From an optimization exercise on the open Yosys and OpenROAD flow, aimed at small area and a short achievable clock period; shortcuts taken in it are not production practice. Function was checked by simulation only, so behaviour that the tests miss may differ from the original. The clock port is modelled as an ideal driver; clocking choices that lean on that would not hold on a real chip. Power and IR drop assume default switching activity.

### flow/design.v
module fa (
    input  a,
    input  b,
    input  ci,
    output s,
    output co
);
  assign s  = a ^ b ^ ci;
  assign co = (a & b) | (a & ci) | (b & ci);
endmodule
module ha (
    input  a,
    input  b,
    output s,
    output co
);
  assign s  = a ^ b;
  assign co = a & b;
endmodule
module add #(
    parameter HALFWORD_WIDTH = 16
) (
    input  signed [HALFWORD_WIDTH-1:0] A,
    input  signed [HALFWORD_WIDTH-1:0] B,
    output signed [HALFWORD_WIDTH-1:0] out
);
  assign out = A + B;
endmodule
module invb (
    input  [7:0] a,
    output [7:0] y
);
  assign y = ~a;
endmodule
module gate8 (
    input  [7:0] a,
    input        e0,
    input        e1,
    output [7:0] y
);
  assign y = a & {8{e0 & e1}};
endmodule
module signedm #(
    parameter DATA_SIZE      = 8,
    parameter HALFWORD_WIDTH = 16
) (
    input  signed [     DATA_SIZE-1:0] a,
                                       b,
    output signed [HALFWORD_WIDTH-1:0] data_out
);
  assign data_out = a * b;
endmodule
`timescale 1ns / 1ps
module pe (
    input               clk,
    input               rst,
    input  signed [7:0] weight,
    input  signed [7:0] inmap,
    input               inmap_vld,
    input               weight_vld,
    input  signed [7:0] bias,
    output signed [7:0] outmap,
    output              outmap_vld,
    output signed [15:0] outraw
);
  wire v = inmap_vld & weight_vld;
  reg  [4:0]  n;     
  reg  [15:0] acc;   
  wire z = (n == 5'd0);
  wire [15:0] base = (v & z) ? {{5{bias[7]}}, bias, 3'b0} : (v ? acc : 16'd0);
  wire [7:0] wg;
  gate8 u_gw (.a(weight), .e0(inmap_vld), .e1(weight_vld), .y(wg));
  wire one0 = inmap[0] ^ 1'b0;
  wire two0 = (inmap[1] & ~inmap[0] & ~1'b0) | (~inmap[1] & inmap[0] & 1'b0);
  wire neg0 = inmap[1] & ~(inmap[0] & 1'b0);
  wire pp0_0 = ((one0 & wg[0]) | (two0 & 1'b0)) ^ neg0;
  wire pp0_1 = ((one0 & wg[1]) | (two0 & wg[0])) ^ neg0;
  wire pp0_2 = ((one0 & wg[2]) | (two0 & wg[1])) ^ neg0;
  wire pp0_3 = ((one0 & wg[3]) | (two0 & wg[2])) ^ neg0;
  wire pp0_4 = ((one0 & wg[4]) | (two0 & wg[3])) ^ neg0;
  wire pp0_5 = ((one0 & wg[5]) | (two0 & wg[4])) ^ neg0;
  wire pp0_6 = ((one0 & wg[6]) | (two0 & wg[5])) ^ neg0;
  wire pp0_7 = ((one0 & wg[7]) | (two0 & wg[6])) ^ neg0;
  wire pp0_8 = ~(((one0 & wg[7]) | (two0 & wg[7])) ^ neg0);
  wire one1 = inmap[2] ^ inmap[1];
  wire two1 = (inmap[3] & ~inmap[2] & ~inmap[1]) | (~inmap[3] & inmap[2] & inmap[1]);
  wire neg1 = inmap[3] & ~(inmap[2] & inmap[1]);
  wire pp1_0 = ((one1 & wg[0]) | (two1 & 1'b0)) ^ neg1;
  wire pp1_1 = ((one1 & wg[1]) | (two1 & wg[0])) ^ neg1;
  wire pp1_2 = ((one1 & wg[2]) | (two1 & wg[1])) ^ neg1;
  wire pp1_3 = ((one1 & wg[3]) | (two1 & wg[2])) ^ neg1;
  wire pp1_4 = ((one1 & wg[4]) | (two1 & wg[3])) ^ neg1;
  wire pp1_5 = ((one1 & wg[5]) | (two1 & wg[4])) ^ neg1;
  wire pp1_6 = ((one1 & wg[6]) | (two1 & wg[5])) ^ neg1;
  wire pp1_7 = ((one1 & wg[7]) | (two1 & wg[6])) ^ neg1;
  wire pp1_8 = ~(((one1 & wg[7]) | (two1 & wg[7])) ^ neg1);
  wire one2 = inmap[4] ^ inmap[3];
  wire two2 = (inmap[5] & ~inmap[4] & ~inmap[3]) | (~inmap[5] & inmap[4] & inmap[3]);
  wire neg2 = inmap[5] & ~(inmap[4] & inmap[3]);
  wire pp2_0 = ((one2 & wg[0]) | (two2 & 1'b0)) ^ neg2;
  wire pp2_1 = ((one2 & wg[1]) | (two2 & wg[0])) ^ neg2;
  wire pp2_2 = ((one2 & wg[2]) | (two2 & wg[1])) ^ neg2;
  wire pp2_3 = ((one2 & wg[3]) | (two2 & wg[2])) ^ neg2;
  wire pp2_4 = ((one2 & wg[4]) | (two2 & wg[3])) ^ neg2;
  wire pp2_5 = ((one2 & wg[5]) | (two2 & wg[4])) ^ neg2;
  wire pp2_6 = ((one2 & wg[6]) | (two2 & wg[5])) ^ neg2;
  wire pp2_7 = ((one2 & wg[7]) | (two2 & wg[6])) ^ neg2;
  wire pp2_8 = ~(((one2 & wg[7]) | (two2 & wg[7])) ^ neg2);
  wire one3 = inmap[6] ^ inmap[5];
  wire two3 = (inmap[7] & ~inmap[6] & ~inmap[5]) | (~inmap[7] & inmap[6] & inmap[5]);
  wire neg3 = inmap[7] & ~(inmap[6] & inmap[5]);
  wire pp3_0 = ((one3 & wg[0]) | (two3 & 1'b0)) ^ neg3;
  wire pp3_1 = ((one3 & wg[1]) | (two3 & wg[0])) ^ neg3;
  wire pp3_2 = ((one3 & wg[2]) | (two3 & wg[1])) ^ neg3;
  wire pp3_3 = ((one3 & wg[3]) | (two3 & wg[2])) ^ neg3;
  wire pp3_4 = ((one3 & wg[4]) | (two3 & wg[3])) ^ neg3;
  wire pp3_5 = ((one3 & wg[5]) | (two3 & wg[4])) ^ neg3;
  wire pp3_6 = ((one3 & wg[6]) | (two3 & wg[5])) ^ neg3;
  wire pp3_7 = ((one3 & wg[7]) | (two3 & wg[6])) ^ neg3;
  wire pp3_8 = ~(((one3 & wg[7]) | (two3 & wg[7])) ^ neg3);
  wire basen8 = ~base[8];
  wire basen9 = ~base[9];
  wire basen11 = ~base[11];
  wire basen13 = ~base[13];
  wire basen15 = ~base[15];
  wire s0, c0;
  fa u_fa0 (.a(base[0]), .b(neg0), .ci(pp0_0), .s(s0), .co(c0));
  wire s1, c1;
  fa u_fa1 (.a(base[1]), .b(pp0_1), .ci(c0), .s(s1), .co(c1));
  wire s2, c2;
  fa u_fa2 (.a(base[2]), .b(neg1), .ci(pp0_2), .s(s2), .co(c2));
  wire s3, c3;
  fa u_fa3 (.a(pp1_0), .b(s2), .ci(c1), .s(s3), .co(c3));
  wire s4, c4;
  fa u_fa4 (.a(base[3]), .b(pp0_3), .ci(pp1_1), .s(s4), .co(c4));
  wire hs0, hc0;
  ha u_ha0 (.a(c2), .b(s4), .s(hs0), .co(hc0));
  wire s5, c5;
  fa u_fa5 (.a(base[4]), .b(neg2), .ci(pp0_4), .s(s5), .co(c5));
  wire s6, c6;
  fa u_fa6 (.a(pp1_2), .b(pp2_0), .ci(c4), .s(s6), .co(c6));
  wire hs1, hc1;
  ha u_ha1 (.a(s5), .b(hc0), .s(hs1), .co(hc1));
  wire s7, c7;
  fa u_fa7 (.a(base[5]), .b(pp0_5), .ci(pp1_3), .s(s7), .co(c7));
  wire s8, c8;
  fa u_fa8 (.a(pp2_1), .b(c5), .ci(s7), .s(s8), .co(c8));
  wire hs2, hc2;
  ha u_ha2 (.a(c6), .b(hc1), .s(hs2), .co(hc2));
  wire s9, c9;
  fa u_fa9 (.a(base[6]), .b(neg3), .ci(pp0_6), .s(s9), .co(c9));
  wire s10, c10;
  fa u_fa10 (.a(pp1_4), .b(pp2_2), .ci(pp3_0), .s(s10), .co(c10));
  wire s11, c11;
  fa u_fa11 (.a(c7), .b(s9), .ci(s10), .s(s11), .co(c11));
  wire hs3, hc3;
  ha u_ha3 (.a(c8), .b(s11), .s(hs3), .co(hc3));
  wire s12, c12;
  fa u_fa12 (.a(base[7]), .b(pp0_7), .ci(pp1_5), .s(s12), .co(c12));
  wire s13, c13;
  fa u_fa13 (.a(pp2_3), .b(pp3_1), .ci(c9), .s(s13), .co(c13));
  wire s14, c14;
  fa u_fa14 (.a(c10), .b(s12), .ci(c11), .s(s14), .co(c14));
  wire hs4, hc4;
  ha u_ha4 (.a(s13), .b(hc3), .s(hs4), .co(hc4));
  wire s15, c15;
  fa u_fa15 (.a(basen8), .b(pp0_8), .ci(pp1_6), .s(s15), .co(c15));
  wire s16, c16;
  fa u_fa16 (.a(pp2_4), .b(pp3_2), .ci(c12), .s(s16), .co(c16));
  wire s17, c17;
  fa u_fa17 (.a(s15), .b(c13), .ci(s16), .s(s17), .co(c17));
  wire hs5, hc5;
  ha u_ha5 (.a(c14), .b(s17), .s(hs5), .co(hc5));
  wire s18, c18;
  fa u_fa18 (.a(basen9), .b(base[8]), .ci(pp1_7), .s(s18), .co(c18));
  wire s19, c19;
  fa u_fa19 (.a(pp2_5), .b(pp3_3), .ci(c15), .s(s19), .co(c19));
  wire s20, c20;
  fa u_fa20 (.a(s18), .b(c16), .ci(s19), .s(s20), .co(c20));
  wire hs6, hc6;
  ha u_ha6 (.a(c17), .b(s20), .s(hs6), .co(hc6));
  wire s21, c21;
  fa u_fa21 (.a(base[10]), .b(base[9]), .ci(pp1_8), .s(s21), .co(c21));
  wire s22, c22;
  fa u_fa22 (.a(pp2_6), .b(pp3_4), .ci(c18), .s(s22), .co(c22));
  wire s23, c23;
  fa u_fa23 (.a(s21), .b(c19), .ci(s22), .s(s23), .co(c23));
  wire hs7, hc7;
  ha u_ha7 (.a(c20), .b(s23), .s(hs7), .co(hc7));
  wire s24, c24;
  fa u_fa24 (.a(basen11), .b(pp2_7), .ci(pp3_5), .s(s24), .co(c24));
  wire s25, c25;
  fa u_fa25 (.a(c21), .b(s24), .ci(c22), .s(s25), .co(c25));
  wire hs8, hc8;
  ha u_ha8 (.a(c23), .b(s25), .s(hs8), .co(hc8));
  wire s26, c26;
  fa u_fa26 (.a(base[12]), .b(base[11]), .ci(pp2_8), .s(s26), .co(c26));
  wire s27, c27;
  fa u_fa27 (.a(pp3_6), .b(c24), .ci(s26), .s(s27), .co(c27));
  wire hs9, hc9;
  ha u_ha9 (.a(s27), .b(c25), .s(hs9), .co(hc9));
  wire s28, c28;
  fa u_fa28 (.a(basen13), .b(pp3_7), .ci(c26), .s(s28), .co(c28));
  wire hs10, hc10;
  ha u_ha10 (.a(c27), .b(s28), .s(hs10), .co(hc10));
  wire s29, c29;
  fa u_fa29 (.a(base[14]), .b(base[13]), .ci(pp3_8), .s(s29), .co(c29));
  wire hs11, hc11;
  ha u_ha11 (.a(s29), .b(c28), .s(hs11), .co(hc11));
  wire w0 = basen15 ^ c29;
  wire [15:0] sx = {w0, hs11, hs10, hs9, hs8, hc6, hc5, hc4, s14, hc2, s8, s6, hs0, s3, s1, s0};
  wire [15:0] sy = {hc11, hc10, hc9, hc8, hc7, hs7, hs6, hs5, hs4, hs3, hs2, hs1, c3, 1'b0, 1'b0, 1'b0};
  wire [15:0] t = sx + sy;
  wire [6:0] r = t[9:3] + t[2];
  assign outraw = t;
  assign outmap = {1'b0, r & {7{~t[15]}}};
  assign outmap_vld = (n == 5'd24);
  always @(posedge clk) acc <= t | (acc & {16{~v}});
  always @(posedge clk or posedge rst) begin
    if (rst) n <= 5'd0;
    else if (v) n <= (n == 5'd24) ? 5'd0 : n + 5'd1;
  end
endmodule
### flow/flow/run.sh
#!/bin/bash
# Own layout flow: the standard ORFS layout, with port buffers of a small, fast buffer
# (buf_2) instead of the default the port buffering picks; every port still gets a buffer.
set -euo pipefail
export BUFFER_PORTS_ARGS="-buffer_cell sky130_fd_sc_hd__buf_2"
bash standard.sh > standard_flow.log 2>&1
### flow/standard.sh
#!/bin/bash
# synth_recipe.tcl (not shown) runs the flow's synth.tcl, then flattens the netlist and writes it again
# the make line also repeats each setting of config.mk as NAME=value (left out here)
make -C /OpenROAD-flow-scripts/flow DESIGN_CONFIG=/design/flow/config.mk WORK_HOME=/design/flow/orfs CLKGATE_MAP_FILE= SYNTH_SCRIPT=/design/flow/synth_recipe.tcl "${@:-finish}"
### flow/config.mk
export PLATFORM = sky130hd
export DESIGN_NAME = pe
export DESIGN_NICKNAME = pe
export VERILOG_FILES = /design/flow/design.v
export SDC_FILE = /design/flow/constraint.sdc
export NUM_CORES = 4
export LEC_CHECK = 0
export CAP_MARGIN = 50
export CORE_MARGIN = 2
export CORE_UTILIZATION = 40
export SLEW_MARGIN = 75
export SYNTH_HIERARCHICAL = 1
export SYNTH_MINIMUM_KEEP_SIZE = 0
### flow/constraint.sdc
create_clock -name core_clock -period 10.5 [get_ports {clk}]
set_input_delay 2.1000 -clock core_clock [delete_from_list [all_inputs] [get_ports {clk}]]
set_output_delay 2.1000 -clock core_clock [all_outputs]
set_load 0.01 [all_outputs]
==> results of run 1 <==
## flip-flops by register name, summed over array words and instances (netlist names)
register,flops
acc,16
n,5
## worst min path at each step
stage / startpoint / to / slack (ns) / cells past startpoint
finish: acc[0]$_DFF_P_ / acc[0]$_DFF_P_ / 0.45 / 1
global route: acc[4]$_DFF_P_ / acc[4]$_DFF_P_ / 0.45 / 2
CTS: acc[4]$_DFF_P_ / acc[4]$_DFF_P_ / 0.45 / 2
detailed placement: acc[4]$_DFF_P_ / acc[4]$_DFF_P_ / 0.44 / 2
global placement: acc[2]$_DFF_P_ / acc[2]$_DFF_P_ / 0.42 / 1
floorplan: acc[0]$_DFF_P_ / acc[0]$_DFF_P_ / 0.42 / 1
## stage by stage
stage / utilization / area, um^2 / cells
5_1_grt: 0.470 / 3630 / 497
6_report: 0.470 / 3630 / 497
3_3_place_gp: 0.449 / 3470 / 489
4_1_cts: 0.468 / 3620 / 497
2_1_floorplan: - / 3190 / 359
3_5_place_dp: 0.462 / 3570 / 493
## routing by layer
metal  GRT usage  part of all wire
met1       0.272              0.53
met5           0                 0
met2       0.279              0.44
met4      0.0417             0.010
met3     0.00886             0.023
## modules after synthesis (local to each module, per instance)
| module | cell area, um^2 | cells inside | copies in the design |
|---|---|---|---|
| fa | 20.0 | 1 | 30 |
| pe | 2390 | 309 | 1 |
| ha | 12.5 | 1 | 12 |
| gate8 | 50.0 | 8 | 1 |
## placed cells by master, fill, tap and decap left out, types with 5 or more instances in the layout
cell	instances
buf_2	50
nand2b_1	5
fa_1	31
nand2_1	26
dfrtp_1	5
and3_1	5
a21oi_1	24
dfxtp_1	16
xor2_1	7
a22oi_1	23
a22o_1	5
ha_1	31
o21ai_0	10
and2_1	6
nor2_1	10
nand3_1	7
inv_1	18
a21o_1	19
xnor2_1	38
## worst max-delay path, stage by stage
cell      delay (ns)
buf_2           0.17
nand2_1         0.07
buf_4           0.22
nor2b_4         0.24
buf_4           0.21
a22oi_1         0.07
buf_1           0.15
fa_1            0.46
fa_1            0.51
fa_1            0.43
ha_1            0.29
ha_1            0.44
a21oi_1         0.14
o21ai_0         0.25
nand3_1         0.11
o211ai_1        0.10
buf_1           0.21
xnor2_4         0.19
nor2b_1         0.08
buf_2           0.14
## power by group
group	internal [uW]	total (uW)	switching, uW
Sequential	113	132	19.9
Combinational	512	1150	642
Clock	27.1	52.9	25.9
Total	652	1340	688
## logic make-up after synthesis
group           after synthesis  share of synthesized area
compound gates               95                      0.199
simple gates                 81                      0.132
fa+ha+maj                    62                      0.316
xor+xnor                     51                      0.143
buf+inv                      45                     0.0581
flops                        21                      0.140
mux                           3                     0.0102
other cells                   1                    0.00118
## area by class of cell
class	instances	area (um^2)
clock buffers	4	45.0
fillers	744	4100
inverters	21	78.8
multi-input cells	293	2650
flip-flops and latches	21	445
well taps	102	128
repair buffers	56	284
==> flow_metrics.tcl, run 1 <==
set metrics [dict create \
    status "complete, no violations" \
    timing.final.ws_setup_ns 1.80 \
    max_freq_mhz 115 \
    grt_pass1_wl_mm 12.5 \
    p_total_uw 1340 \
    syn_to_final_growth_pct 13.9 \
    synth_ff_type "dfxtp_1" \
    postSynthCellCount 359 \
    die_w_um 93.3 \
    clock_path_buffers 2 \
    grt_max_degree 26 \
    ff2ff_setup_slack_ns 5.30 \
    fin_setup_tns_ns 0 \
    first_iter_violations 87 \
    synthArstFlopShare 0.238 \
    num_rows 32 \
    wirelength_mm 7.32 \
    crit_start "inmap_vld" \
    hold_path_class "flip-flop to flip-flop" \
    fin_hold_ws_ns 0.447 \
    grt_pass1_vias 2535 \
    yosys_warnings 7 \
    hold_buffers 0 \
    antenna_found_initial 0 \
    yosys.cell_types.count 47 \
    yosys.area.top_type "fa_1" \
    layout.nets 486 \
    place_ws_ns 1.82 \
    track_usage 0.179 \
    timing.rr.end "acc[15]$_DFF_P_" \
    setup-violations-final 0 \
    wl_per_cell_um 14.7 \
    yosysMostFrequentCell "xnor2_1" \
    cp-start-kind "primary input" \
    cts-buffers-inserted 3 \
    cts_root_buffer "clkbuf_8" \
    syn_area_um2 3190 \
    die-area_um2 8700 \
    finalClockSkew_ns 0.00211 \
    core_um2 7730 \
    gp_congestion 0.869 \
    grt-ovfl-total 0 \
    avgViaCountPerCell 5.15 \
    rsz0062_at_grt "no" \
    start_util 0.412 \
    setup.worst_path.end_class "output pin" \
    slew_violations 0 \
    ys_ff_latch 21 \
    peakVddDrop_uv 293 \
    clk_pin_slew_worst_paths_ns 0.07 \
    p_per_area_nw_per_um2 369 \
    clock_latency_ns 0.26 \
    drt_pass1_iterations 4 \
    hpwl_mm 6.10 \
    fp.dieH_um 93.3 \
    synthTopCellsByCount "xnor2_1 (41), fa_1 (31), ha_1 (31), nand2_1 (26), a21oi_1 (24)" \
    yosysSeqAreaShare 0.140 \
    syn_avg_cell_area_um2 8.88 \
    ys_top_cells_by_area "fa_1 (19%), ha_1 (12%), xnor2_1 (11%)" \
    drc 0 \
    fin_crit_ns 8.70 \
    cts_tree "yes" \
    dr_total_vias 2562 \
    drv_cap 0 \
    timing.rr.start "n[0]$_DFFE_PP0P_" \
    hold_violations 0 \
    cp_data_required_time_ns 8.40 \
    htree_levels 1 \
    critPathArrivalTime_ns 6.60 \
    io_buffers 51 \
    ant_nets 0 \
    pin_count 53 \
    synth_nets 449 \
    antenna_cells 0 \
    p_leak_uw 0.00163 \
    crit_type "primary input to output pin" \
    period_share 0.828 \
    cts_sinks 21 \
    synth_edf_count 0 \
    reg2reg_depth 19 \
    synth_top_area_frac 0.195 \
    path_max_fanout 25 \
    critPathCapture "outmap[1]" \
    postCtsSetupRepairBufs 0 \
    drive_gt1_frac 0.205 \
    cts_resized 0 \
]
==> run 2: changes to the inputs <==
--- a/flow/config.mk
+++ b/flow/config.mk
@@ -6,8 +6,9 @@
 export NUM_CORES = 4
 export LEC_CHECK = 0
-export CAP_MARGIN = 50
+export CAP_MARGIN = 20
 export CORE_MARGIN = 2
 export CORE_UTILIZATION = 40
-export SLEW_MARGIN = 75
+export GPL_TIMING_DRIVEN = 0
+export SLEW_MARGIN = 20
 export SYNTH_HIERARCHICAL = 1
 export SYNTH_MINIMUM_KEEP_SIZE = 0
==> run 2 against run 1 <==
Compared with the run above:
- via count rose by 3.5%
- worst setup slack got worse by 0.24 ns
- maximum frequency fell by 2.7%
- total power fell by 3.8%
- first-iteration DRC count fell by 23%
- clock skew rose by 0.0018 ns
- utilization fell by 0.28 points
==> flow_metrics.tcl, run 2 <==
set metrics [dict create \
    layout.nets 504 \
    core_um2 7730 \
    peakVddDrop_uv 325 \
    drv_cap 0 \
    max_freq_mhz 112 \
    gp_congestion 0.866 \
    p_total_uw 1290 \
    layout_commonest_cell "buf_2" \
    ys_top_cells_by_area "fa_1 (19%), ha_1 (12%), xnor2_1 (11%)" \
    ant_nets 0 \
    die-area_um2 8700 \
    synthArstFlopShare 0.238 \
    period_share 0.851 \
    fin_hold_ws_ns 0.447 \
    ys_ff_latch 21 \
    fp.dieH_um 93.3 \
    drc 0 \
    clock_latency_ns 0.26 \
    start_util 0.412 \
    cts_tree "yes" \
    htree_levels 1 \
    synth_xor_area_frac 0.143 \
    num_rows 32 \
    io_buffers 50 \
    yosysSeqAreaShare 0.140 \
    clk_pin_slew_worst_paths_ns 0.08 \
    antenna_found_initial 0 \
    grt_pass1_wl_mm 12.8 \
    synth_ff_type "dfxtp_1" \
    synth_mux_area_frac 0.0102 \
    antenna_cells 0 \
    met1_usage 0.261 \
    largest_register_ffs 16 \
    finalClockSkew_ns 0.00392 \
    gr-max-usage-layer "met2" \
    cp_data_required_time_ns 8.40 \
    postCtsSetupRepairBufs 0 \
    grt_pass1_vias 2636 \
    avgViaCountPerCell 5.15 \
    hold_path_class "flip-flop to flip-flop" \
    first_iter_violations 67 \
    grt-ovfl-total 0 \
    cts_resized 0 \
    wirelength_mm 7.37 \
    worst_slew_pin_slew_ns 0.607 \
    synth_simple_gate_area_frac 0.132 \
    fin_setup_tns_ns 0 \
    yosys_warnings 7 \
    track_usage 0.181 \
    cts-buffers-inserted 3 \
    registers.top_by_ff_count "acc" \
    critPathArrivalTime_ns 6.84 \
    status "complete, no violations" \
    drt_pass1_iterations 4 \
    reg_top3 "acc (16), n (5)" \
    die_w_um 93.3 \
    path_max_fanout 9 \
    synth_edf_count 0 \
    fin_crit_ns 8.94 \
    clock_path_buffers 2 \
    yosysMostFrequentCell "xnor2_1" \
    synth_nets 449 \
    synthAdderAreaFrac 0.316 \
    maxSlewHeadroom 0.593 \
    grt_util_met3 0.0129 \
    synth_compound_area_frac 0.199 \
    grt_util_met2 0.293 \
    hpwl_mm 6.12 \
    yosys.cell_types.count 47 \
    p_per_area_nw_per_um2 357 \
    cts_sinks 21 \
    hold_buffers 0 \
    cts_root_buffer "clkbuf_8" \
    synthTopCellsByCount "xnor2_1 (41), fa_1 (31), ha_1 (31), nand2_1 (26), a21oi_1 (24)" \
    grt_max_degree 12 \
    wl_per_cell_um 14.3 \
    mostFrequentLayoutCells "buf_2 (51), xnor2_1 (41), fa_1 (31), ha_1 (31), nand2_1 (26)" \
    cp-start-kind "primary input" \
    crit_type "primary input to output pin" \
    synth_top_area_frac 0.195 \
    drive_gt1_frac 0.165 \
    synth_top_family_by_area "adder cells" \
    rsz0062_at_grt "no" \
    dr_total_vias 2652 \
    syn_avg_cell_area_um2 8.88 \
    syn_to_final_growth_pct 13.3 \
    yosys.area.top_type "fa_1" \
    slew_violations 0 \
    syn_area_um2 3190 \
    pin_count 53 \
    setup-violations-final 0 \
    postSynthCellCount 359 \
    setup.worst_path.end_class "output pin" \
    p_leak_uw 0.00162 \
    hold_violations 0 \
]
[run 2: cell counts after synthesis]
No cell type changed its count.
[run 2: cell families after synthesis]
family	after synthesis
fa+ha+maj	62
flops	21
xor+xnor	51
buf+inv	45
compound gates	95
simple gates	81
mux	3
other cells	1
[run 2: Yosys stat by module (local to each module, per instance)]
module / flops+latches / copies in the design / cell area (um^2) / cells
pe: 21 / 1 / 2390 / 309
gate8: 0 / 1 / 50.0 / 8
ha: 0 / 12 / 12.5 / 1
fa: 0 / 30 / 20.0 / 1
[run 2: path summary, 6_finish.rpt]
kind	from	to	slack, ns	cells past startpoint
hold reg to reg	acc[2]$_DFF_P_	acc[2]$_DFF_P_	0.45	1
hold / removal	acc[2]$_DFF_P_	acc[2]$_DFF_P_	0.45	1
setup / recovery	inmap[1]	outmap[3]	1.56	19
setup reg to reg	n[0]$_DFFE_PP0P_	acc[15]$_DFF_P_	5.18	17
max in group asynchronous	rst	n[1]$_DFFE_PP0P_	8.61	2
min in group asynchronous	rst	n[2]$_DFFE_PP0P_	1.72	2
[run 2: metrics by stage]
stage	utilization	setup WS (ns)	area (um^2)	cells
6_report	0.467	1.56	3610	515
2_1_floorplan	-	2.26	3190	359
5_1_grt	0.467	1.19	3610	515
3_5_place_dp	0.461	1.57	3560	511
3_3_place_gp	0.461	1.65	3560	511
4_1_cts	0.467	1.53	3610	515
[run 2: where the power goes]
part | internal, uW | switching (uW) | total, uW
sequential | 113 | 19.6 | 132
combinational | 486 | 617 | 1100
clock | 27.0 | 26.5 | 53.5
[run 2: metal layers]
| metal | share of wire | wire [um] | vias to the layer above |
|---|---|---|---|
| li1 | - | - | 1341 |
| met1 | 0.51 | 3740 | 1243 |
| met2 | 0.44 | 3250 | 59 |
| met3 | 0.033 | 244 | 9 |
| met4 | 0.018 | 133 | 0 |
| met5 | 0 | 0 | - |
[run 2: worst max-delay path: stages]
cell and delay, ns:
buf_2 0.13, clkbuf_1 0.41, nand2_1 0.09, o21ai_1 0.43
a22oi_1 0.16, xnor2_1 0.19, fa_1 0.40, fa_1 0.51
fa_1 0.43, ha_1 0.29, ha_1 0.27, clkbuf_1 0.27
a21oi_1 0.14, o21ai_0 0.25, nand3_1 0.11, o211ai_1 0.17
xnor2_2 0.25, nor2_1 0.09, buf_2 0.15
[run 2: layout make-up]
class / instances / area [um^2]
tap: 102 / 128
timing repair buffer: 50 / 250
inverter: 21 / 78.8
sequential: 21 / 445
clock buffer: 4 / 45.0
multi-input combinational: 293 / 2560
fill: 768 / 4120
buffer: 24 / 106
==> run 3: changes to the inputs <==
==> flow/flow/run.sh (replaced) <==
#!/bin/bash
# Own layout flow: the standard ORFS layout (standard.sh) with two changes:
#  - port buffers use buf_2 instead of the buffer the port buffering picks by default
#    (every input and output port still gets its own buffer);
#  - before clock-tree synthesis, a timing-driven sizing pass (gate upsizing and pin
#    swaps only, no new buffers) aims at a worst slack somewhat above the placed one.
set -euo pipefail
here=$(cd "$(dirname "$0")" && pwd)
export BUFFER_PORTS_ARGS="-buffer_cell sky130_fd_sc_hd__buf_2"
export PRE_CTS_TCL="$here/pre_cts.tcl"
export SIZE_EXTRA_SLACK="${SIZE_EXTRA_SLACK:-0.25}"
bash standard.sh > standard_flow.log 2>&1
==> flow/flow/pre_cts.tcl (new file) <==
# Timing-driven gate sizing before CTS: upsize gates and swap pins (no buffering) on the
# worst paths until the worst slack is SIZE_EXTRA_SLACK ns above what placement left.
estimate_parasitics -placement
set ws [worst_slack -max]
puts "pre_cts sizing: worst slack $ws, target [expr {$ws + $::env(SIZE_EXTRA_SLACK)}]"
repair_timing -setup -setup_margin [expr {$ws + $::env(SIZE_EXTRA_SLACK)}] \
  -sequence "sizeup,swap" -repair_tns 0 -verbose
puts "pre_cts sizing: worst slack now [worst_slack -max]"
--- a/flow/config.mk
+++ b/flow/config.mk
@@ -9,6 +9,5 @@
 export CORE_MARGIN = 2
 export CORE_UTILIZATION = 40
-export GPL_TIMING_DRIVEN = 0
-export SLEW_MARGIN = 20
+export SLEW_MARGIN = 60
 export SYNTH_HIERARCHICAL = 1
 export SYNTH_MINIMUM_KEEP_SIZE = 0
==> run 3 against run 2 <==
Compared with the run above:
- still clean on timing, DRC and antenna
- count of clock-buffer cells in the layout is the same
- via count shrank 3.0%
- final cell count shrank 4.3%
- wire length shrank 0.60%
- synthesized area is the same
- first-iteration DRC count grew 19%
- sequential share of layout area grew 0.17 points
- critical path type unchanged
==> flow_metrics.tcl, run 3 <==
set metrics [dict create \
    path_max_fanout 25 \
    die-area_um2 8700 \
    track_usage 0.178 \
    status "complete, no violations" \
    yosys_warnings 7 \
    syn_avg_cell_area_um2 8.88 \
    grt_pass1_wl_mm 12.6 \
    yosysMostFrequentCell "xnor2_1" \
    avgViaCountPerCell 5.22 \
    rsz0062_at_grt "no" \
    maxSlewHeadroom 0.625 \
    clk_pin_slew_worst_paths_ns 0.08 \
    fp.dieH_um 93.3 \
    mostFrequentLayoutCells "buf_2 (50), xnor2_1 (41), fa_1 (31), ha_1 (29), nand2_1 (26)" \
    yosys.area.top_type "fa_1" \
    period_share 0.807 \
    core_um2 7730 \
    cts-buffers-inserted 3 \
    critPathArrivalTime_ns 6.38 \
    setup-violations-final 0 \
    timing.final.ws_setup_ns 2.02 \
    wl_per_cell_um 14.9 \
    hold_path_class "flip-flop to flip-flop" \
    ys_ff_latch 21 \
    fin_crit_ns 8.48 \
    grt_pass1_vias 2529 \
    cp_data_required_time_ns 8.40 \
    drt_pass1_iterations 4 \
    synth_edf_count 0 \
    synthTopCellsByCount "xnor2_1 (41), fa_1 (31), ha_1 (31), nand2_1 (26), a21oi_1 (24)" \
    finalClockSkew_ns 0.00305 \
    antenna_cells 0 \
    antenna_found_initial 0 \
    first_iter_violations 80 \
    worst_slew_pin_slew_ns 0.559 \
    synth_top_family_by_area "adder cells" \
    place_ws_ns 1.75 \
    cp_slowest_cell "fa_1" \
    io_buffers 51 \
    syn_to_final_growth_pct 11.7 \
    hold_buffers 0 \
    clock_latency_ns 0.25 \
    registers.top_by_ff_count "acc" \
    crit_type "primary input to output pin" \
    synth_simple_gate_area_frac 0.132 \
    yosysSeqAreaShare 0.140 \
    cts_sinks 21 \
    fin_setup_tns_ns 0 \
    synth_mux_area_frac 0.0102 \
    yosys.cell_types.count 47 \
    worstPathCellList "buf_2, nand2_1, buf_4, nor2_4, a22oi_2, inv_1, fa_1, fa_1, fa_1, ha_1, ha_2, a21oi_1, o21ai_0, nand3_1, o211ai_1, xnor2_2, nor2b_1, buf_2" \
    fin_hold_ws_ns 0.443 \
    peakVddDrop_uv 320 \
    cp-start-kind "primary input" \
    hold_violations 0 \
    reg_top3 "acc (16), n (5)" \
    hpwl_mm 5.99 \
    synthArstFlopShare 0.238 \
    start_util 0.412 \
    synth_compound_area_frac 0.199 \
    grt_max_degree 26 \
    cts_tree "yes" \
    synth_nets 449 \
    crit_path_frequent_cell "fa_1" \
    dr_total_vias 2573 \
    layout_commonest_cell "buf_2" \
    postSynthCellCount 359 \
    drv_cap 0 \
    synth_xor_area_frac 0.143 \
    layout.nets 482 \
    drive_gt1_frac 0.187 \
    synth_top_area_frac 0.195 \
    drc 0 \
    largest_register_ffs 16 \
    num_rows 32 \
    ant_nets 0 \
    ys_top_cells_by_area "fa_1 (19%), ha_1 (12%), xnor2_1 (11%)" \
    p_total_uw 1310 \
    gp_congestion 0.869 \
    die_w_um 93.3 \
    grt-ovfl-total 0 \
    p_per_area_nw_per_um2 367 \
    max_freq_mhz 118 \
    syn_area_um2 3190 \
    slew_violations 0 \
    slowest_delay_ns 0.51 \
    wirelength_mm 7.32 \
    pin_count 53 \
    p_leak_uw 0.00159 \
    synth_ff_type "dfxtp_1" \
    setup.worst_path.end_class "output pin" \
    synthAdderAreaFrac 0.316 \
]
-- run 3: changes by cell type in the layout (fill, tap and decap cells not counted), sizes merged --
cell,before,now
buf,62,51
clkbuf,16,5
-- run 3: worst paths after layout --
kind / endpoint / depth (start not counted) / startpoint / slack (ns)
hold reg to reg: acc[4]$_DFF_P_ / 2 / acc[4]$_DFF_P_ / 0.44
hold / removal: acc[4]$_DFF_P_ / 2 / acc[4]$_DFF_P_ / 0.44
setup reg to reg: acc[15]$_DFF_P_ / 17 / n[0]$_DFFE_PP0P_ / 5.58
min in group asynchronous: n[4]$_DFFE_PP0P_ / 2 / rst / 1.73
max in group asynchronous: n[0]$_DFFE_PP0P_ / 2 / rst / 8.61
setup / recovery: outmap[1] / 18 / inmap_vld / 2.02
-- run 3: critical path, delay by kind of cell --
kind                       cells  cell delay, ns
and+or+nand+nor                4            0.39
AOI/OAI and AO/OA              4            0.79
xor gates and xnor gates       1            0.42
buffers and inverters          4            0.68
adders and majority gates      5            1.99
-- run 3: layer usage --
layer | part of all wire | GRT usage | vias to the layer above
li1 | - | - | 1303
met1 | 0.52 | 0.273 | 1207
met2 | 0.43 | 0.267 | 57
met3 | 0.039 | 0.0210 | 6
met4 | 0.012 | 0.0404 | 0
met5 | 0 | 0 | -
-- run 3: kinds of logic (layout without fill, tap and decap cells) --
family,count (synthesis),after routing
AO/OA/AOI/OAI,95,95
XOR/XNOR,51,51
adder cells (fa/ha/maj),62,62
buffers and inverters,45,77
flip-flops,21,21
multiplexers,3,3
other,1,1
AND/OR/NAND/NOR,81,81
-- run 3: metrics by stage --
stage | cell area, um^2 | utilization | instances
after global routing | 3560 | 0.461 | 493
after CTS | 3560 | 0.461 | 493
final | 3560 | 0.461 | 493
after detailed placement | 3480 | 0.451 | 489
after global placement | 3470 | 0.449 | 489
after floorplan | 3190 | - | 359
-- run 3: modules after synthesis (local to each module, per instance) --
module / flip-flops and latches / cells
gate8: 0 / 8
ha: 0 / 1
fa: 0 / 1
pe: 21 / 309
-- run 3: cell type report --
class                           instances  area [um^2]
Multi-Input combinational cell        293         2600
Sequential cell                        21          445
Clock buffer                            4         45.0
Inverter                               21         78.8
Tap cell                              102          128
Timing Repair Buffer                   52          265
Fill cell                             745         4170
-- run 3: power by group --
group          total (uW)  switching (uW)  internal, uW
registers             132            19.7           113
logic                1120             631           491
clock network        52.1            25.1          27.0
-- run 3: timing repair --
action	CTS	global route
setup buffers	0	0
gates resized for setup	8	0
setup endpoints to repair	9	0
==> run 4: changes to the inputs <==
--- a/flow/flow/run.sh
+++ b/flow/flow/run.sh
@@ -9,4 +9,4 @@
 export BUFFER_PORTS_ARGS="-buffer_cell sky130_fd_sc_hd__buf_2"
 export PRE_CTS_TCL="$here/pre_cts.tcl"
-export SIZE_EXTRA_SLACK="${SIZE_EXTRA_SLACK:-0.25}"
+export SIZE_EXTRA_SLACK="${SIZE_EXTRA_SLACK:-0.5}"
 bash standard.sh > standard_flow.log 2>&1
==> run 4 against run 3 <==
Compared with the run above:
- global-route usage rose by 0.079 points
- synthesized cell count is the same
- synthesized area stayed put
- the flow now stops in final report
- first-iteration DRC count fell by 5.0%
- wire length is 0.14% higher
- highest routed layer unchanged
- via count up 0.16%
==> flow_metrics.tcl, run 4 <==
set metrics [dict create \
    status "aborted with a tool error" \
    stop_stage "final report" \
    error "[ERROR PSM-0069] Check connectivity failed on VDD." \
    synth_xor_area_frac 0.143 \
    cts_resized 25 \
    ys_ff_latch 21 \
    synth_ff_type "dfxtp_1" \
    yosys_warnings 7 \
    grt_pass1_vias 2541 \
    hold_buffers 0 \
    synthAdderAreaFrac 0.316 \
    gp_congestion 0.869 \
    cts-buffers-inserted 3 \
    synthArstFlopShare 0.238 \
    synth_top_family_by_area "adder cells" \
    synth_mux_area_frac 0.0102 \
    pin_count 53 \
    first_iter_violations 76 \
    ant_nets 0 \
    postCtsSetupRepairBufs 0 \
    yosysSeqAreaShare 0.140 \
    hpwl_mm 5.99 \
    synth_top_area_frac 0.195 \
    synth_edf_count 0 \
    grt_pass1_wl_mm 12.6 \
    place_area_um2 3480 \
    grt_max_degree 26 \
    syn_area_um2 3190 \
    grt-ovfl-total 0 \
    place_ws_ns 1.75 \
    num_rows 32 \
    postSynthCellCount 359 \
    dp_cells 489 \
    drt_pass1_iterations 4 \
    synth_compound_area_frac 0.199 \
    ys_top_cells_by_area "fa_1 (19%), ha_1 (12%), xnor2_1 (11%)" \
    fp.dieH_um 93.3 \
    synthTopCellsByCount "xnor2_1 (41), fa_1 (31), ha_1 (31), nand2_1 (26), a21oi_1 (24)" \
    yosysMostFrequentCell "xnor2_1" \
    die_w_um 93.3 \
    yosys.area.top_type "fa_1" \
    synth_nets 449 \
    cts_sinks 21 \
    yosys.cell_types.count 47 \
    wirelength_mm 7.33 \
    synth_simple_gate_area_frac 0.132 \
    dr_total_vias 2577 \
    io_buffers 51 \
    track_usage 0.179 \
    antenna_found_initial 0 \
    start_util 0.412 \
    syn_avg_cell_area_um2 8.88 \
]
-- run 4: cell counts after synthesis --
Identical to the previous run, type by type.
-- run 4: worst max-delay path by stage --
stage,startpoint,to,slack (ns),cells after the start
after global routing,inmap_vld,outmap[5],1.93,17
after CTS,inmap_vld,outmap[6],2.21,17
after detailed placement,inmap[1],outmap[1],1.75,16
after global placement,inmap_vld,outmap[5],1.32,17
after floorplan,inmap[1],outmap[6],2.26,15
-- run 4: metal layers --
layer,wire [um],GRT usage
met1,3800,0.273
met3,263,0.0210
met2,3170,0.270
met4,96,0.0406
met5,0,0
-- run 4: power groups by stage --
| stage | logic (uW) | clock network [uW] | registers (uW) |
|---|---|---|---|
| after floorplan | 787 | 0 | 129 |
| after CTS | 1190 | 53.8 | 132 |
| after detailed placement | 1100 | 0 | 133 |
| after global placement | 1090 | 0 | 133 |
| after global routing | 1320 | 58.0 | 136 |
-- run 4: stage by stage --
stage	power, uW	hold WS, ns
CTS	1380	0.446
detailed placement	1240	0.432
global placement	1220	0.425
global route	1520	0.456
floorplan	916	0.418
-- run 4: modules after synthesis (local to each module, per instance) --
module | cell area [um^2] | flip-flops and latches | times used | cells inside
fa | 20.0 | 0 | 30 | 1
gate8 | 50.0 | 0 | 1 | 8
ha | 12.5 | 0 | 12 | 1
pe | 2390 | 21 | 1 | 309
-- run 4: cell families after synthesis --
| logic type | Yosys count |
|---|---|
| AO/OA/AOI/OAI | 95 |
| AND/OR/NAND/NOR | 81 |
| adder cells (fa/ha/maj) | 62 |
| XOR/XNOR | 51 |
| buffers and inverters | 45 |
| flip-flops | 21 |
| multiplexers | 3 |
| other | 1 |
==> run 5: changes to the inputs <==
--- a/flow/flow/run.sh
+++ b/flow/flow/run.sh
@@ -9,4 +9,4 @@
 export BUFFER_PORTS_ARGS="-buffer_cell sky130_fd_sc_hd__buf_2"
 export PRE_CTS_TCL="$here/pre_cts.tcl"
-export SIZE_EXTRA_SLACK="${SIZE_EXTRA_SLACK:-0.5}"
+export SIZE_EXTRA_SLACK="${SIZE_EXTRA_SLACK:-0.35}"
 bash standard.sh > standard_flow.log 2>&1
--- a/flow/config.mk
+++ b/flow/config.mk
@@ -8,5 +8,5 @@
 export CAP_MARGIN = 20
 export CORE_MARGIN = 2
-export CORE_UTILIZATION = 40
+export CORE_UTILIZATION = 55
 export SLEW_MARGIN = 60
 export SYNTH_HIERARCHICAL = 1
==> run 5 against run 4 <==
Compared with the run above:
- now clean on timing, DRC and antenna
- synthesized cell count is the same
- wire length fell by 2.1%
- synthesized area unchanged
- global-route usage up 6.2 points
- first-iteration DRC count grew 6.6%
==> flow_metrics.tcl, run 5 <==
set metrics [dict create \
    wl_per_cell_um 15.5 \
    slew_violations 0 \
    critPathArrivalTime_ns 6.31 \
    clk_pin_slew_worst_paths_ns 0.08 \
    syn_area_um2 3190 \
    drc 0 \
    grt_pass1_wl_mm 12.1 \
    timing.rr.start "n[0]$_DFFE_PP0P_" \
    min_path_cells 2 \
    drv_cap 0 \
    worst_slew_pin_slew_ns 0.525 \
    yosysMostFrequentCell "xnor2_1" \
    registers.top_by_ff_count "acc" \
    synth_top_family_by_area "adder cells" \
    ant_nets 0 \
    avgViaCountPerCell 5.54 \
    ys_top_cells_by_area "fa_1 (19%), ha_1 (12%), xnor2_1 (11%)" \
    cp-start-kind "primary input" \
    start_util 0.575 \
    synth_mux_area_frac 0.0102 \
    timing.final.ws_setup_ns 2.09 \
    die-area_um2 6420 \
    fin_crit_ns 8.41 \
    yosysSeqAreaShare 0.140 \
    hpwl_mm 5.97 \
    slowest_delay_ns 0.52 \
    core_um2 5540 \
    gp_congestion 0.860 \
    synthAdderAreaFrac 0.316 \
    reg_top3 "acc (16), n (5)" \
    clock_latency_ns 0.26 \
    cp_num_buf_inv 2 \
    cp_data_required_time_ns 8.40 \
    synth_edf_count 0 \
    layout.nets 482 \
    synth_xor_area_frac 0.143 \
    num-fill-cells 488 \
    fin_setup_tns_ns 0 \
    wirelength_mm 7.18 \
    fin_area_um2 3530 \
    rsz0062_at_grt "no" \
    peakVddDrop_uv 433 \
    max_freq_mhz 119 \
    io_buffers 51 \
    seqCellArea_um2 445 \
    min_to "acc[4]$_DFF_P_" \
    period_share 0.801 \
    worst-path-stages 16 \
    drt_pass1_iterations 4 \
    cts-buffers-inserted 3 \
    yosys.cell_types.count 47 \
    grt_pass1_vias 2506 \
    fp.dieH_um 80.1 \
    ff2ff_setup_slack_ns 5.61 \
    drive_gt1_frac 0.189 \
    syn_avg_cell_area_um2 8.88 \
    grt-ovfl-total 0 \
    setup-violations-final 0 \
    p_sw_uw 671 \
    cts_sinks 21 \
    synth_simple_gate_area_frac 0.132 \
    maxSlewHeadroom 0.648 \
    reg2reg_depth 17 \
    setup.worst_path.end_class "output pin" \
    fin_hold_ws_ns 0.450 \
    status "complete, no violations" \
    cp_slowest_cell "fa_1" \
    crit_path_frequent_cell "fa_1" \
    syn_to_final_growth_pct 10.8 \
    antenna_cells 0 \
    synth_ff_type "dfxtp_1" \
    layout_commonest_cell "buf_2" \
    cts_tree "yes" \
    p_leak_uw 0.00159 \
    grt_max_degree 26 \
    postSynthCellCount 359 \
    multi_input_area_um2 2600 \
    die_w_um 80.1 \
    hold_buffers 0 \
    yosys_warnings 7 \
    timing.rr.end "acc[15]$_DFF_P_" \
    crit_type "primary input to output pin" \
    clkPwrFrac 0.042 \
    path_max_fanout 20 \
    hold_violations 0 \
    synth_nets 449 \
    p_total_uw 1300 \
    seqPwrFrac 0.102 \
    place_area_um2 3440 \
    mostFrequentLayoutCells "buf_2 (50), xnor2_1 (41), fa_1 (31), ha_1 (29), nand2_1 (26)" \
    place_ws_ns 1.73 \
    ys_ff_latch 21 \
    switching_share 0.515 \
    synth_compound_area_frac 0.199 \
    synthTopCellsByCount "xnor2_1 (41), fa_1 (31), ha_1 (31), nand2_1 (26), a21oi_1 (24)" \
    min_from "acc[4]$_DFF_P_" \
    hold_path_class "flip-flop to flip-flop" \
    finalClockSkew_ns 0.00369 \
    cp_top_family "adder cells" \
    worstPathCellList "buf_4, nand2_1, o21ai_2, a22oi_1, xnor2_1, fa_1, fa_1, fa_1, ha_1, ha_1, a21o_1, a31oi_2, o211ai_1, xnor2_2, nor2_1, buf_2" \
    antenna_found_initial 0 \
    yosys.area.top_type "fa_1" \
    num_rows 27 \
    synth_top_area_frac 0.195 \
    dr_total_vias 2566 \
    first_iter_violations 81 \
    p_comb_frac 0.856 \
    track_usage 0.241 \
    largest_register_ffs 16 \
    pin_count 53 \
    intPower_uw 631 \
    p_per_area_nw_per_um2 369 \
    synthArstFlopShare 0.238 \
]
-- run 5: worst register-to-register path: cells and delay by family (launching register included) --
kind	cells	cell delay [ns]
xor gates and xnor gates	1	0.20
DFF	1	0.43
buffers and inverters	2	0.18
AOI/OAI and AO/OA	5	0.94
adders and majority gates	6	2.23
and+or+nand+nor	3	0.80
-- run 5: layout make-up --
type,instances,area share
Inverter,21,0.0223
Timing Repair Buffer,52,0.0762
Sequential cell,21,0.126
Tap cell,72,0.0255
Clock buffer,3,0.0117
Multi-Input combinational cell,293,0.736
Clock inverter,1,0.00213
-- run 5: per-layer routing --
metal | global-route usage | routed length, um | vias up
li1 | - | - | 1301
met1 | 0.367 | 3710 | 1204
met2 | 0.374 | 3110 | 57
met3 | 0.0236 | 297 | 4
met4 | 0.0475 | 59 | 0
met5 | 0 | 0 | -
-- run 5: power groups by stage --
stage / Clock (uW) / Sequential, uW / Combinational, uW
3_5_place_dp: 0 / 134 / 1100
2_1_floorplan: 0 / 129 / 787
5_1_grt: 58.5 / 138 / 1250
6_report: 54.3 / 133 / 1110
3_3_place_gp: 0 / 135 / 1090
4_1_cts: 56.6 / 133 / 1120
-- run 5: kinds of logic (layout without fill, tap and decap cells) --
group,count (synthesis),in the layout
compound gates,95,95
buf+inv,45,77
other cells,1,1
simple gates,81,81
mux,3,3
flops,21,21
xor+xnor,51,51
fa+ha+maj,62,62
-- run 5: repair_timing --
action,CTS,global route
resized for setup,12,0
endpoints found under the hold margin,0,0
setup buffers,0,0
setup endpoints to repair,12,0
-- run 5: modules after synthesis, one instance, submodules excluded --
| module | area, um^2 | cells | flip-flops and latches | copies in the design |
|---|---|---|---|---|
| ha | 12.5 | 1 | 0 | 12 |
| pe | 2390 | 309 | 21 | 1 |
| fa | 20.0 | 1 | 0 | 30 |
| gate8 | 50.0 | 8 | 0 | 1 |
-- run 5: worst max path at each step --
stage	slack (ns)	to	startpoint
final	2.09	outmap[3]	inmap[1]
after global routing	1.79	outmap[5]	inmap_vld
after CTS	2.08	outmap[3]	inmap[1]
after detailed placement	1.73	outmap[3]	inmap_vld
after global placement	1.50	outmap[2]	inmap_vld
after floorplan	2.26	outmap[6]	inmap[1]
-- run 5: through the flow --
stage          instances  utilization
2_1_floorplan        359            -
3_3_place_gp         459        0.620
3_5_place_dp         459        0.620
4_1_cts              463        0.637
5_1_grt              463        0.637
6_report             463        0.637
==> run 6: changes to the inputs <==
--- a/flow/config.mk
+++ b/flow/config.mk
@@ -8,5 +8,6 @@
 export CAP_MARGIN = 20
 export CORE_MARGIN = 2
-export CORE_UTILIZATION = 55
+export CORE_UTILIZATION = 40
+export CTS_BUF_LIST = sky130_fd_sc_hd__clkbuf_4
 export SLEW_MARGIN = 60
 export SYNTH_HIERARCHICAL = 1
==> run 6 against run 5 <==
Compared with the run above:
- worst hold slack worse by 0.00065 ns
- utilization is 18 points lower
- critical endpoint is now outmap[1]
- largest power group unchanged
- synthesized area stayed put
- final area is 1.0% higher
==> flow_metrics.tcl, run 6 <==
set metrics [dict create \
    synth_edf_count 0 \
    die-area_um2 8700 \
    p_per_area_nw_per_um2 363 \
    postCtsSetupRepairBufs 0 \
    synthTopCellsByCount "xnor2_1 (41), fa_1 (31), ha_1 (31), nand2_1 (26), a21oi_1 (24)" \
    layout_commonest_cell "buf_2" \
    grt_pass1_vias 2529 \
    setup.worst_path.end_class "output pin" \
    worst_slew_pin_slew_ns 0.562 \
    ant_nets 0 \
    num-fill-cells 751 \
    cts_sinks 21 \
    drc 0 \
    grt_max_degree 26 \
    hold_violations 0 \
    maxSlewHeadroom 0.623 \
    reg2reg_depth 17 \
    die_w_um 93.3 \
    cts_resized 14 \
    drive_gt1_frac 0.197 \
    min_from "acc[4]$_DFF_P_" \
    registers.top_by_ff_count "acc" \
    peakVddDrop_uv 313 \
    critPathArrivalTime_ns 6.30 \
    cts_tree "yes" \
    syn_area_um2 3190 \
    layout.nets 482 \
    grt_pass1_wl_mm 12.6 \
    dr_total_vias 2570 \
    dp_cells 489 \
    min_to "acc[4]$_DFF_P_" \
    max_freq_mhz 119 \
    yosys.area.top_type "fa_1" \
    grt-ovfl-total 0 \
    period_share 0.800 \
    wl_per_cell_um 14.8 \
    rsz0062_at_grt "no" \
    worstPathCellList "buf_2, nand2_1, buf_6, nor2_4, a22o_1, fa_1, fa_1, fa_1, ha_1, ha_1, a21o_1, a31oi_2, o211ai_1, xnor2_2, nor2b_1, buf_2" \
    clk_pin_slew_worst_paths_ns 0.12 \
    yosysSeqAreaShare 0.140 \
    syn_to_final_growth_pct 11.9 \
    slowest_delay_ns 0.53 \
    antenna_found_initial 0 \
    fin_crit_ns 8.40 \
    instances_no_fill 493 \
    start_util 0.412 \
    ff2ff_setup_slack_ns 5.58 \
    track_usage 0.178 \
    timing.rr.end "acc[15]$_DFF_P_" \
    synth_ff_type "dfxtp_1" \
    ys_ff_latch 21 \
    synthArstFlopShare 0.238 \
    min_path_cells 2 \
    io_buffers 51 \
    cts-buffers-inserted 3 \
    crit_type "primary input to output pin" \
    fin_setup_tns_ns 0 \
    cp_num_buf_inv 3 \
    yosys_warnings 7 \
    cp-start-kind "primary input" \
    path_max_fanout 25 \
    avgViaCountPerCell 5.21 \
    num_rows 32 \
    hold_path_class "flip-flop to flip-flop" \
    drv_cap 0 \
    clock_latency_ns 0.30 \
    slew_violations 0 \
    cp_data_required_time_ns 8.40 \
    crit_path_frequent_cell "fa_1" \
    gp_congestion 0.869 \
    p_leak_uw 0.00160 \
    hpwl_mm 5.99 \
    pin_count 53 \
    postSynthCellCount 359 \
    syn_avg_cell_area_um2 8.88 \
    yosys.cell_types.count 47 \
    timing.rr.start "n[0]$_DFFE_PP0P_" \
    ys_top_cells_by_area "fa_1 (19%), ha_1 (12%), xnor2_1 (11%)" \
    antenna_cells 0 \
    yosysMostFrequentCell "xnor2_1" \
    hold_buffers 0 \
    reg_top3 "acc (16), n (5)" \
    setup-violations-final 0 \
    finalClockSkew_ns 0.00667 \
    mostFrequentLayoutCells "buf_2 (50), xnor2_1 (40), fa_1 (31), ha_1 (28), nand2_1 (26)" \
    fp.dieH_um 93.3 \
    cp_top_family "adder cells" \
    status "complete, no violations" \
    wirelength_mm 7.29 \
    core_um2 7730 \
    largest_register_ffs 16 \
    drt_pass1_iterations 4 \
    first_iter_violations 80 \
    synth_top_area_frac 0.195 \
    synth_nets 449 \
    cp_slowest_cell "fa_1" \
]
run 6: cell counts after synthesis:
Identical to the previous run, type by type.
run 6: cells by family after synthesis:
| family | after synthesis | synth area share |
|---|---|---|
| AND/OR/NAND/NOR | 81 | 0.132 |
| AO/OA/AOI/OAI | 95 | 0.199 |
| multiplexers | 3 | 0.0102 |
| other | 1 | 0.00118 |
| adder cells (fa/ha/maj) | 62 | 0.316 |
| flip-flops | 21 | 0.140 |
| buffers and inverters | 45 | 0.0581 |
| XOR/XNOR | 51 | 0.143 |
run 6: worst register-to-register path, stage by stage, from the launching register on:
cell and delay (ns):
dfrtp_1 0.44, inv_1 0.08, ha_1 0.18, or4b_4 0.49
nor2b_4 0.21, a22oi_2 0.25, inv_1 0.10, fa_1 0.43
fa_1 0.51, fa_1 0.43, ha_1 0.29, ha_2 0.42
nand2_1 0.09, nor2_1 0.12, nand3_1 0.09, o211ai_1 0.29
xnor2_2 0.21, a21o_1 0.19
run 6: power by group:
part | internal, uW | leakage [uW] | switching [uW]
clock network | 17.4 | 0.0000184 | 23.7
logic | 493 | 0.00139 | 629
registers | 112 | 0.000192 | 19.4
total | 623 | 0.00160 | 672
run 6: modules after synthesis, one instance, submodules excluded:
module / flops+latches / area (um^2) / cells
pe: 21 / 2390 / 309
ha: 0 / 12.5 / 1
fa: 0 / 20.0 / 1
gate8: 0 / 50.0 / 8
run 6: layout make-up:
type / count / area (um^2) / area share
multi-input combinational: 293 / 2610 / 0.732
inverter: 21 / 78.8 / 0.0221
timing repair buffer: 52 / 273 / 0.0765
sequential: 21 / 445 / 0.125
tap: 102 / 128 / 0.0358
clock buffer: 4 / 30.0 / 0.00842
run 6: worst max path at each step:
| stage | cells after the start | from | slack, ns | to |
|---|---|---|---|---|
| 3_5_place_dp | 16 | inmap[1] | 1.75 | outmap[1] |
| 2_1_floorplan | 15 | inmap[1] | 2.26 | outmap[6] |
| 5_1_grt | 17 | inmap_vld | 1.76 | outmap[5] |
| 4_1_cts | 17 | inmap_vld | 2.07 | outmap[1] |
| 6_report | 16 | inmap_vld | 2.10 | outmap[1] |
| 3_3_place_gp | 17 | inmap_vld | 1.32 | outmap[5] |
run 6: stage by stage:
stage	setup slack (ns)	hold slack, ns	area (um^2)	util	total power (uW)
4_1_cts	2.07	0.453	3570	0.461	1300
2_1_floorplan	2.26	0.418	3190	-	916
6_report	2.10	0.449	3570	0.461	1290
5_1_grt	1.76	0.463	3570	0.461	1440
3_3_place_gp	1.32	0.425	3470	0.449	1220
3_5_place_dp	1.75	0.432	3480	0.451	1240
run 6: metal layers:
layer  vias to the layer above  wire length [um]  global-route usage
li1                       1304                 -                   -
met1                      1198              3770               0.273
met5                         -                 0                   0
met2                        62              3140               0.269
met3                         6               289              0.0185
met4                         0                95              0.0404
==> run 7: changes to the inputs <==
--- a/flow/config.mk
+++ b/flow/config.mk
@@ -9,5 +9,4 @@
 export CORE_MARGIN = 2
 export CORE_UTILIZATION = 40
-export CTS_BUF_LIST = sky130_fd_sc_hd__clkbuf_4
 export SLEW_MARGIN = 60
 export SYNTH_HIERARCHICAL = 1
==> run 7 against run 6 <==
Compared with the run above:
- register-to-register slack is essentially flat
- worst hold slack lost 0.0062 ns
- count of clock-buffer cells in the layout is the same
- utilization grew 0.19 points
- sequential power is essentially flat
- total power grew 0.98%
- die area is the same
- maximum frequency is essentially flat
- sequential share of layout area shrank 0.052 points
- non-clock buffer count is the same
- critical path type unchanged
- largest cell class unchanged
==> flow_metrics.tcl, run 7 <==
set metrics [dict create \
    status "complete, no violations" \
    cts_sinks 21 \
    cts_tree "yes" \
    grt-ovfl-total 0 \
    cp_data_required_time_ns 8.40 \
    critPathArrivalTime_ns 6.30 \
    num-fill-cells 749 \
    fp.dieH_um 93.3 \
    grt_pass1_vias 2530 \
    clock_latency_ns 0.25 \
    mostFrequentLayoutCells "buf_2 (50), xnor2_1 (40), fa_1 (31), ha_1 (28), nand2_1 (26)" \
    synth_nets 449 \
    die-area_um2 8700 \
    reg2reg_depth 17 \
    yosys.area.top_type "fa_1" \
    yosysSeqAreaShare 0.140 \
    synth_top_family_by_area "adder cells" \
    first_iter_violations 78 \
    wirelength_mm 7.30 \
    syn_to_final_growth_pct 12.4 \
    hold_path_class "flip-flop to flip-flop" \
    antenna_found_initial 0 \
    ys_ff_latch 21 \
    track_usage 0.179 \
    peakVddDrop_uv 320 \
    crit_path_frequent_cell "fa_1" \
    min_to "acc[4]$_DFF_P_" \
    min_path_cells 2 \
    synth_top_area_frac 0.195 \
    fin_crit_ns 8.40 \
    core_um2 7730 \
    hold_buffers 0 \
    setup-violations-final 0 \
    maxSlewHeadroom 0.616 \
    synth_compound_area_frac 0.199 \
    reg_top3 "acc (16), n (5)" \
    postSynthCellCount 359 \
    wl_per_cell_um 14.8 \
    slew_violations 0 \
    ant_nets 0 \
    gp_congestion 0.869 \
    min_from "acc[4]$_DFF_P_" \
    synth_ff_type "dfxtp_1" \
    die_w_um 93.3 \
    layout.nets 482 \
    synth_mux_area_frac 0.0102 \
    grt_pass1_wl_mm 12.6 \
    p_leak_uw 0.00160 \
    fin_setup_tns_ns 0 \
    slowest_delay_ns 0.53 \
    timing.rr.end "acc[15]$_DFF_P_" \
    start_util 0.412 \
    worst_slew_pin_slew_ns 0.572 \
    drt_pass1_iterations 4 \
    crit_type "primary input to output pin" \
    drive_gt1_frac 0.194 \
    synth_xor_area_frac 0.143 \
    p_per_area_nw_per_um2 365 \
    ys_top_cells_by_area "fa_1 (19%), ha_1 (12%), xnor2_1 (11%)" \
    setup.worst_path.end_class "output pin" \
    finalClockSkew_ns 0.00283 \
    ff2ff_setup_slack_ns 5.59 \
    syn_avg_cell_area_um2 8.88 \
    layout_commonest_cell "buf_2" \
    drv_cap 0 \
    yosys_warnings 7 \
    avgViaCountPerCell 5.26 \
    cts-buffers-inserted 3 \
    synth_edf_count 0 \
    path_max_fanout 25 \
    cp-start-kind "primary input" \
    clk_pin_slew_worst_paths_ns 0.08 \
    hpwl_mm 5.99 \
    max_freq_mhz 119 \
    synthArstFlopShare 0.238 \
    cp_slowest_cell "fa_1" \
    post-route-util 0.463 \
    synthTopCellsByCount "xnor2_1 (41), fa_1 (31), ha_1 (31), nand2_1 (26), a21oi_1 (24)" \
    syn_area_um2 3190 \
    synth_simple_gate_area_frac 0.132 \
    registers.top_by_ff_count "acc" \
    synthAdderAreaFrac 0.316 \
    largest_register_ffs 16 \
    pin_count 53 \
    rsz0062_at_grt "no" \
    grt_max_degree 26 \
    dr_total_vias 2593 \
    drc 0 \
    period_share 0.800 \
    antenna_cells 0 \
    num_rows 32 \
    hold_violations 0 \
    timing.rr.start "n[0]$_DFFE_PP0P_" \
    worstPathCellList "buf_2, nand2_1, buf_6, nor2_4, a22o_1, fa_1, fa_1, fa_1, ha_1, ha_1, a21o_1, a31oi_2, o211ai_1, xnor2_2, nor2b_1, buf_2" \
    yosys.cell_types.count 47 \
    io_buffers 51 \
    yosysMostFrequentCell "xnor2_1" \
]
run 7: cell counts after synthesis:
No cell type changed its count.
run 7: final cells by class:
cell class                 count  area (um^2)  share of cell area
clock buffer                   4         45.0              0.0126
inverter                      21         78.8              0.0220
multi-input combinational    293         2610               0.729
sequential                    21          445               0.124
tap                          102          128              0.0356
timing repair buffer          52          273              0.0762
run 7: per-stage QoR:
step | worst slack [ns] | hold slack (ns) | power, uW | instance area [um^2] | cells
2_1_floorplan | 2.26 | 0.418 | 916 | 3190 | 359
3_3_place_gp | 1.32 | 0.425 | 1220 | 3470 | 489
3_5_place_dp | 1.75 | 0.432 | 1240 | 3480 | 489
4_1_cts | 2.07 | 0.446 | 1320 | 3580 | 493
5_1_grt | 1.76 | 0.456 | 1450 | 3580 | 493
6_report | 2.10 | 0.443 | 1310 | 3580 | 493
run 7: cell families after synthesis:
logic type,count (synthesis)
DFF,21
adders and majority gates,62
xor gates and xnor gates,51
muxes,3
and+or+nand+nor,81
buffers and inverters,45
other,1
AOI/OAI and AO/OA,95
run 7: report_power, final:
| group | leakage, uW | total [uW] | switching (uW) | internal, uW |
|---|---|---|---|---|
| registers | 0.000192 | 132 | 19.5 | 113 |
| logic | 0.00139 | 1120 | 630 | 493 |
| clock network | 0.0000228 | 52.1 | 25.1 | 27.0 |
| total | 0.00160 | 1310 | 675 | 633 |
run 7: how the worst max path moves through the flow:
stage,start,to,cells past startpoint
floorplan,inmap[1],outmap[6],15
global placement,inmap_vld,outmap[5],17
detailed placement,inmap[1],outmap[1],16
CTS,inmap_vld,outmap[1],17
global route,inmap_vld,outmap[5],17
finish,inmap_vld,outmap[1],16
run 7: timing repair:
item                                    CTS  global route
resized for setup                        14             0
buffers inserted                          0             0
endpoints found under the setup margin   12             0
endpoints found under the hold margin     0             0
run 7: worst max-delay path: cells and delay by family:
kind	cells	cell delay, ns
AO/OA/AOI/OAI	4	0.91
XOR/XNOR	1	0.42
adder cells (fa/ha/maj)	5	2.04
buffers and inverters	3	0.52
AND/OR/NAND/NOR	3	0.29
run 7: metal layers:
layer / share of wire / routed length [um] / up-vias / global-route usage
met5: 0 / 0 / - / 0
met4: 0.013 / 95 / 0 / 0.0404
met3: 0.041 / 301 / 6 / 0.0210
met2: 0.43 / 3160 / 66 / 0.269
met1: 0.51 / 3750 / 1217 / 0.273
li1: - / - / 1304 / -
run 7: per-module statistics from Yosys, one instance, submodules excluded:
| module | flip-flops and latches | times used | cells inside |
|---|---|---|---|
| fa | 0 | 30 | 1 |
| pe | 21 | 1 | 309 |
| gate8 | 0 | 1 | 8 |
| ha | 0 | 12 | 1 |
==> run 8: changes to the inputs <==
--- a/flow/flow/pre_cts.tcl
+++ b/flow/flow/pre_cts.tcl
@@ -5,4 +5,4 @@
 puts "pre_cts sizing: worst slack $ws, target [expr {$ws + $::env(SIZE_EXTRA_SLACK)}]"
 repair_timing -setup -setup_margin [expr {$ws + $::env(SIZE_EXTRA_SLACK)}] \
-  -sequence "sizeup,swap" -repair_tns 0 -verbose
+  -sequence "sizeup,swap,clone" -repair_tns 0 -verbose
 puts "pre_cts sizing: worst slack now [worst_slack -max]"
==> run 8 against run 7 <==
Compared with the run above:
- utilization grew 0.73 points
- non-clock buffer count unchanged
- synthesized cell count is the same
==> flow_metrics.tcl, run 8 <==
set metrics [dict create \
    status "complete, no violations" \
    wirelength_mm 7.57 \
    syn_avg_cell_area_um2 8.88 \
    cp_top_family "adder cells" \
    clkPwrFrac 0.039 \
    worstPathCellList "buf_6, ha_2, nand2b_1, inv_2, xnor2_1, fa_1, fa_1, fa_1, ha_1, ha_1, nand2_1, nor2_1, nand3_1, o211ai_1, xnor2_2, nor2b_1, buf_2" \
    yosys.cell_types.count 47 \
    hold_path_class "flip-flop to flip-flop" \
    hpwl_mm 5.99 \
    crit_type "primary input to output pin" \
    registers.top_by_ff_count "acc" \
    io_buffers 51 \
    slew_violations 0 \
    period_share 0.798 \
    reg2reg_depth 17 \
    drive_gt1_frac 0.211 \
    clock_latency_ns 0.25 \
    grt_pass1_vias 2569 \
    track_usage 0.184 \
    p_sw_uw 686 \
    setup-violations-final 0 \
    cts-buffers-inserted 3 \
    crit_path_frequent_cell "fa_1" \
    gp_congestion 0.869 \
    p_total_uw 1340 \
    layout.nets 485 \
    dr_total_vias 2608 \
    hold_violations 0 \
    yosysSeqAreaShare 0.140 \
    seqPwrFrac 0.099 \
    synth_ff_type "dfxtp_1" \
    layout_commonest_cell "buf_2" \
    synthArstFlopShare 0.238 \
    timing.rr.start "n[0]$_DFFE_PP0P_" \
    setup.worst_path.end_class "output pin" \
    cts_tree "yes" \
    largest_register_ffs 16 \
    first_iter_violations 92 \
    max_freq_mhz 119 \
    yosys.area.top_type "fa_1" \
    fin_setup_tns_ns 0 \
    antenna_cells 0 \
    pin_count 53 \
    die-area_um2 8700 \
    slowest_delay_ns 0.52 \
    synth_nets 449 \
    yosys_warnings 7 \
    avgViaCountPerCell 5.26 \
    cp-start-kind "primary input" \
]
-- run 8: cell counts after synthesis --
Identical to the previous run, type by type.
-- run 8: per-module statistics from Yosys, one instance, submodules excluded --
module / flip-flops and latches / cells inside / copies in the design
pe: 21 / 309 / 1
gate8: 0 / 8 / 1
fa: 0 / 1 / 30
ha: 0 / 1 / 12
-- run 8: power groups by stage --
stage / logic (uW) / registers [uW] / clock network [uW]
floorplan: 787 / 129 / 0
global placement: 1090 / 133 / 0
detailed placement: 1100 / 133 / 0
CTS: 1160 / 132 / 53.8
global route: 1290 / 136 / 58.0
finish: 1150 / 132 / 51.5
-- run 8: cells by family after synthesis --
family,after synthesis,synth area share
buffers and inverters,45,0.0581
muxes,3,0.0102
DFF,21,0.140
AOI/OAI and AO/OA,95,0.199
other,1,0.00118
xor gates and xnor gates,51,0.143
adders and majority gates,62,0.316
and+or+nand+nor,81,0.132
-- run 8: routing by layer --
metal,GRT usage,share of wire,wire length (um)
met1,0.275,0.50,3820
met2,0.283,0.44,3340
met3,0.0226,0.042,318
met4,0.0417,0.013,95
met5,0,0,0
-- run 8: through the flow --
| stage | util | setup WS (ns) | area (um^2) | cells | hold WS [ns] |
|---|---|---|---|---|---|
| after floorplan | - | 2.26 | 3190 | 359 | 0.418 |
| after global placement | 0.449 | 1.32 | 3470 | 489 | 0.425 |
| after detailed placement | 0.451 | 1.75 | 3480 | 489 | 0.432 |
| after CTS | 0.471 | 2.08 | 3640 | 496 | 0.446 |
| after global routing | 0.471 | 1.84 | 3640 | 496 | 0.456 |
| final | 0.471 | 2.13 | 3640 | 496 | 0.443 |
-- run 8: worst register-to-register path, cell delays in order (launching register included) --
cell and delay [ns]:
dfrtp_1 0.43, inv_1 0.08, ha_1 0.18, or4b_4 0.52, nor2b_4 0.19, a22oi_2 0.24, inv_1 0.10, fa_1 0.43
fa_1 0.41, fa_1 0.47, ha_1 0.29, ha_1 0.39, nand2_1 0.10, nor2_1 0.14, nand3_1 0.09, o211ai_1 0.42
xnor2_2 0.19, a21o_1 0.18
-- run 8: worst max-delay path by stage --
stage / startpoint / slack, ns / endpoint / cells past startpoint
after detailed placement: inmap[1] / 1.75 / outmap[1] / 16
after floorplan: inmap[1] / 2.26 / outmap[6] / 15
after CTS: inmap_vld / 2.08 / outmap[1] / 17
after global routing: inmap_vld / 1.84 / outmap[5] / 15
after global placement: inmap_vld / 1.32 / outmap[5] / 17
final: inmap[1] / 2.13 / outmap[1] / 17
-- run 8: area by class of cell --
class                           instances  area, um^2
Inverter                               21        78.8
Sequential cell                        21         445
Timing Repair Buffer                   52         282
Clock buffer                            4        45.0
Multi-Input combinational cell        296        2660
Fill cell                             746        4090
Tap cell                              102         128
-- run 8: timing repair --
action,in CTS,in global routing
endpoints found under the setup margin,12,0
hold buffers,0,0
gates resized for setup,24,0
endpoints found under the hold margin,0,0

Check on run 8: ideal ports give 2.126 ns setup slack; a clkbuf_16 on the clock port and buf_2 on the inputs give 2.092 ns; moving port delays by the midpoint clock arrival (0.277 ns) as well gives 2.092 ns.
